Context: an optimization exercise on an open-source flow, tuned for small area, a short achievable clock period and few clock cycles per item. The choices shown serve that exercise and are no tape-out recipe. The RTL was checked by simulation tests, not by an equivalence proof against the original design. Power and IR drop assume default switching activity.

Design JAM, start of the top module:
module JAM (
    input CLK,
    input RST,
    output reg [2:0] W,
    output reg [2:0] J,
    input [6:0] Cost,
    output reg [3:0] MatchCount,
    output reg [9:0] MinCost,
    output Valid
);
For scale: about 330 flip-flops, ~30 I/O pins, ~18000 sq um of cells after synthesis.
clock: 9.0 ns
lec_check: 0
abc_area: 1
cap_margin: 5
core_margin: 2
core_utilization: 40
place_density: 0.6
setup_slack_margin: 5
slew_margin: 5
run.sh (not shown) runs the stock make flow with config.mk's settings and CLKGATE_MAP_FILE= SYNTH_SCRIPT=/design/flow/synth_recipe.tcl, a recipe that flattens the netlist after the stock synthesis.
Testbench counts at the start, summed over its fixed seeds: cycles 3,785, jobs 12.
Edit:
==> flow/flow/run.sh (new file) <==
#!/bin/bash
set -euo pipefail
MARGIN=${MARGIN:-7}
sed "s/SETUP_SLACK_MARGIN=[0-9.]*/SETUP_SLACK_MARGIN=${MARGIN}/" standard.sh > standard_margin.sh
grep -q "SETUP_SLACK_MARGIN=${MARGIN}" standard_margin.sh
bash standard_margin.sh > flow.log 2>&1
==> flow/standard.sh (new file) <==
#!/bin/bash
# synth_recipe.tcl (not shown) runs the flow's synth.tcl, then flattens the netlist and writes it again
# the make line also repeats each setting of config.mk as NAME=value (left out here)
make -C /OpenROAD-flow-scripts/flow DESIGN_CONFIG=/design/flow/config.mk WORK_HOME=/design/flow/orfs CLKGATE_MAP_FILE= SYNTH_SCRIPT=/design/flow/synth_recipe.tcl "${@:-finish}"
Settings changed: CAP_MARGIN 5 to 20, CORE_UTILIZATION 40 to 55, PLACE_DENSITY 0.6 to 0.7, SLEW_MARGIN 5 to 20.
removed: flow/run.sh
=> The changed run produced a clean layout. Via count came out higher by about 14%. Cell count came out higher by 1.7%. Clock power hardly moves. Core utilization came out higher by 32 points. Count of clock-buffer cells in the layout came out higher by 1. Non-clock buffer count came out higher by 230. Routed wire length came out higher by 25%. Worst setup slack gets better by 21 ps.
Edit:
==> flow/run.sh (new file) <==
#!/bin/bash
# synth_recipe.tcl (not shown) runs the flow's synth.tcl, then flattens the netlist and writes it again
# the make line also repeats each setting of config.mk as NAME=value (left out here)
make -C /OpenROAD-flow-scripts/flow DESIGN_CONFIG=/design/flow/config.mk WORK_HOME=/design/flow/orfs CLKGATE_MAP_FILE= SYNTH_SCRIPT=/design/flow/synth_recipe.tcl finish
Settings changed: ABC_AREA 1 to default, ABC_CLOCK_PERIOD_IN_PS from default to 3500, CORE_UTILIZATION 55 to 40, PLACE_DENSITY 0.7 to 0.6.
removed: flow/flow/run.sh
removed: flow/standard.sh
The new run went through all stages and came out clean.
Cell count is lower by 16%.
Register-to-register slack got worse by 300 ps.
Non-clock buffer count is lower by 207.
Die area is higher by 38%.
Power is lower by 17%.
Area after synthesis is higher by 0.95%.
Core utilization is lower by 31 points.
Sequential power stays flat.
Edit:
Settings changed: ABC_AREA from default to 1, ABC_CLOCK_PERIOD_IN_PS 3500 to default, CAP_MARGIN 20 to 5, CORE_UTILIZATION 40 to 65, PLACE_DENSITY 0.6 to 0.8, SLEW_MARGIN 20 to 5.
What happened: Setup slack gets better by 300 ps. Synthesized cell count grows by a quarter to a third. Core utilization grows by 28 points. Cell area shrinks by a few percent. Cell count grows by a few percent. Clock-buffer cell count shrinks by 4. Routed wire length grows by a few percent. Worst hold slack gets worse by 13 ps. Die area shrinks by well over a third. Power grows by a little under a tenth. Non-clock buffer count shrinks by 11.
Edit:
Settings changed: ABC_AREA 1 to default, ABC_CLOCK_PERIOD_IN_PS from default to 4500, CAP_MARGIN 5 to 20, CORE_UTILIZATION 65 to 40, PLACE_DENSITY 0.8 to 0.6, SETUP_SLACK_MARGIN 5 to 4, SLEW_MARGIN 5 to 20.
Result: The new run finished clean; clock skew came out lower by 15 ps; wire length came out lower by 5.6%; setup slack loses 790 ps; die area grows by 62%; count of clock-buffer cells in the layout goes up by 3; utilization went down by 30 points.

========
The RTL this note starts from:
==> flow/design.v <==
module JAM (
    input CLK,
    input RST,
    output reg [2:0] W,
    output reg [2:0] J,
    input [6:0] Cost,
    output reg [3:0] MatchCount,
    output reg [9:0] MinCost,
    output Valid
);
localparam S_COL = 3'd0, S_ROW = 3'd1, S_RANK = 3'd2, S_INIT = 3'd3,
           S_SRCH = 3'd4, S_DONE = 3'd5;
reg  [2:0]  st;
reg  [6:0]  v [0:7];      
reg  [6:0]  u [0:7];      
reg  [2:0]  z [0:7];      
reg  [3:0]  key [0:6];    
reg  [2:0]  rank [0:7];   
reg  [6:0]  m1, m2;       
reg  [2:0]  z1;           
reg         rk;           
reg         cf;           
reg  [2:0]  k;            
reg  [7:0]  used;         
reg  [2:0]  jstk [0:6];   
reg  [9:0]  bud;          
reg         popm;         
integer i;
assign Valid = (st == S_DONE);
function [3:0] next_free;
    input [7:0] m;
    input [2:0] s;
    input [2:0] a;
    input       all;
    reg   [15:0] mm;
    reg   [7:0]  rot;
    reg   [2:0]  pos;
    integer n;
    begin
        mm = {m, m} >> s;
        rot = mm[7:0];
        pos = a - s;
        next_free = 4'd8;
        for (n = 7; n >= 0; n = n - 1)
            if (!rot[n] && (all || n > pos)) next_free = {1'b0, s + n[2:0]};
    end
endfunction
function [2:0] row_at;
    input [2:0] x;
    input [23:0] rv;
    integer n;
    begin
        row_at = 3'd0;
        for (n = 0; n < 8; n = n + 1)
            if (rv[3*n +: 3] == x) row_at = n;
    end
endfunction
wire [23:0] rkv = {rank[7], rank[6], rank[5], rank[4], rank[3], rank[2], rank[1], rank[0]};
wire [6:0] vj = v[J];
wire [6:0] uw = u[W];
wire [6:0] cv = Cost - vj;            
wire       lt1 = cv < m1;
wire       lt2 = cv < m2;
wire       new1 = (J == 3'd0) || lt1;
wire [7:0]  uv = {1'b0, uw} + {1'b0, vj};
wire [10:0] d = {1'b0, bud} + {3'd0, uv};       
wire        c_le = {4'd0, Cost} <= d;
wire        c_eq = {4'd0, Cost} == d;
wire [6:0]  r = cv - uw;
wire [2:0] kup = k + 3'd1;
wire [2:0] kdn = k - 3'd1;
wire [2:0] row_up = row_at(kup, rkv);
wire [2:0] row_dn = row_at(kdn, rkv);
wire [2:0] row_0 = row_at(3'd0, rkv);
wire [2:0] jdn = jstk[kdn];
wire       leaf = (k == 3'd7);
wire [3:0] nsib = next_free(used, z[W], J, 1'b0);
wire [7:0] used_push = used | (8'd1 << J);
wire [3:0] nchild = next_free(used_push, z[row_up], 3'd0, 1'b1);
wire [2:0] rn = W - 3'd1;
wire [6:0] gap = m2 - m1;
wire [3:0] nkey = (gap > 7'd15) ? 4'd15 : gap[3:0];
reg  [7:0] gt;
reg  [2:0] nge;
always @(*) begin
    nge = 3'd0;
    for (i = 0; i < 8; i = i + 1) begin
        gt[i] = (i < 7) && (i < rn) && (nkey > key[i < 7 ? i : 0]);
        if (i < rn && !gt[i]) nge = nge + 3'd1;
    end
end
always @(posedge CLK) begin
    if (RST) begin
        st <= S_COL;
        W <= 3'd0;
        J <= 3'd0;
        MinCost <= 10'd0;
        MatchCount <= 4'd0;
        rk <= 1'b0;
        cf <= 1'b0;
    end else begin
        if (cf) begin
            cf <= 1'b0;
            v[J - 3'd1] <= m1;
            MinCost <= MinCost + m1;
        end
        if (rk) begin
            rk <= 1'b0;
            u[rn] <= m1;
            z[rn] <= z1;
            MinCost <= MinCost + m1;
            for (i = 0; i < 8; i = i + 1)
                if (gt[i]) rank[i] <= rank[i] + 3'd1;
            rank[rn] <= nge;
            if (rn != 3'd7) key[rn] <= nkey;
        end
        case (st)
        S_COL: begin
            if (W == 3'd0 || Cost < m1) m1 <= Cost;
            W <= W + 3'd1;
            if (W == 3'd7) begin
                cf <= 1'b1;
                J <= J + 3'd1;
                if (J == 3'd7) st <= S_ROW;
            end
        end
        S_ROW: begin
            if (new1) begin
                m1 <= cv;
                z1 <= J;
            end
            m2 <= (J == 3'd0) ? 7'd127 : lt1 ? m1 : lt2 ? cv : m2;
            J <= J + 3'd1;
            if (J == 3'd7) begin
                rk <= 1'b1;
                W <= W + 3'd1;
                if (W == 3'd7) st <= S_RANK;
            end
        end
        S_RANK: begin
            st <= S_INIT;
        end
        S_INIT: begin
            st <= S_SRCH;
            W <= row_0;
            J <= z[row_0];
            k <= 3'd0;
            used <= 8'd0;
            bud <= 10'd1023;
            popm <= 1'b0;
            MatchCount <= 4'd0;
        end
        S_SRCH: begin
            if (popm) begin
                bud <= bud + r;
                used[J] <= 1'b0;
                if (!nsib[3]) begin
                    J <= nsib[2:0];
                    popm <= 1'b0;
                end else if (k != 3'd0) begin
                    k <= kdn;
                    W <= row_dn;
                    J <= jdn;
                end
            end else if (leaf) begin
                if (c_le) begin
                    if (c_eq) MatchCount <= MatchCount + 4'd1;
                    else begin
                        bud <= {3'd0, r};
                        MatchCount <= 4'd1;
                    end
                end
                k <= kdn;
                W <= row_dn;
                J <= jdn;
                popm <= 1'b1;
            end else if (c_le) begin
                jstk[k] <= J;
                used <= used_push;
                bud <= bud - r;
                k <= kup;
                W <= row_up;
                J <= nchild[2:0];
            end else if (!nsib[3]) begin
                J <= nsib[2:0];
            end else if (k != 3'd0) begin
                k <= kdn;
                W <= row_dn;
                J <= jdn;
                popm <= 1'b1;
            end
            if (k == 3'd0 && nsib[3] && (popm || !c_le)) begin
                MinCost <= MinCost + (popm ? bud + r : bud);
                st <= S_DONE;
            end
        end
        default: ;
        endcase
    end
end
endmodule
export LEC_CHECK = 0
export CAP_MARGIN = 20
export CORE_MARGIN = 2
export CORE_UTILIZATION = 40
export PLACE_DENSITY = 0.6
export SLEW_MARGIN = 20
create_clock -name core_clock -period 9.0 [get_ports {CLK}]
Stock flow here: none of the scripts above is used.
The baseline finished with timing, DRC and antenna clean.
Testbench counts at the start, summed over its fixed seeds: cycles 3,052, jobs 12.
Edit:
Settings changed: ABC_CLOCK_PERIOD_IN_PS set to 4500, SETUP_SLACK_MARGIN set to 4.
The changed run completed with no timing, DRC or antenna violations.
Hold slack got worse by 0.0078 ns.
Power rose by 15%.
Routed wire length grows by 8.7%.
Die area stays the same.
Utilization grows by 5.2 points.

afterwards: timing with drivers on the ports:
The results above use ideal ports. As a check the final layouts listed here were re-extracted and re-timed, cells and wires unchanged. Step 1, drivers: a clkbuf_16 drives CLK and a buf_2 each remaining input, both assumed. Step 2 adds t to the input delays and takes it off the output delays; t is the mean of the earliest and latest rising clock arrival at the registers after step 1. Input paths then give back, and output paths get back, about the clock's delay inside the block. a / b / c = ideal / step 1 / step 2; a / b = the first two.
run | t, ns | setup slack, ns | worst setup path after step 2 | clock arrival spread, ns
the first run of note 1 | 0.601 | 4.974 / 4.980 / 4.379 | input to register | 0.025 / 0.026
the second run of note 1 | 0.584 | 4.995 / 4.995 / 4.995 | register to register | 0.021 / 0.020
the third run of note 1 | 0.584 | 4.697 / 4.697 / 4.697 | register to register | 0.022 / 0.022
the fourth run of note 1 | 0.578 | 4.994 / 4.994 / 4.617 | input to register | 0.027 / 0.028
the fifth run of note 1 | 0.583 | 4.208 / 4.208 / 4.208 | register to register | 0.013 / 0.014
the first run of note 2 | 0.619 | 1.409 / 1.409 / 1.409 | register to register | 0.021 / 0.021
the second run of note 2 | 0.631 | 2.747 / 2.747 / 2.747 | register to register | 0.015 / 0.016
After both steps setup and hold are still met in every run listed. For the first run of note 1, which loses most, drivers alone change the setup slack by +0.006 ns; drivers and shift together by -0.595 ns.
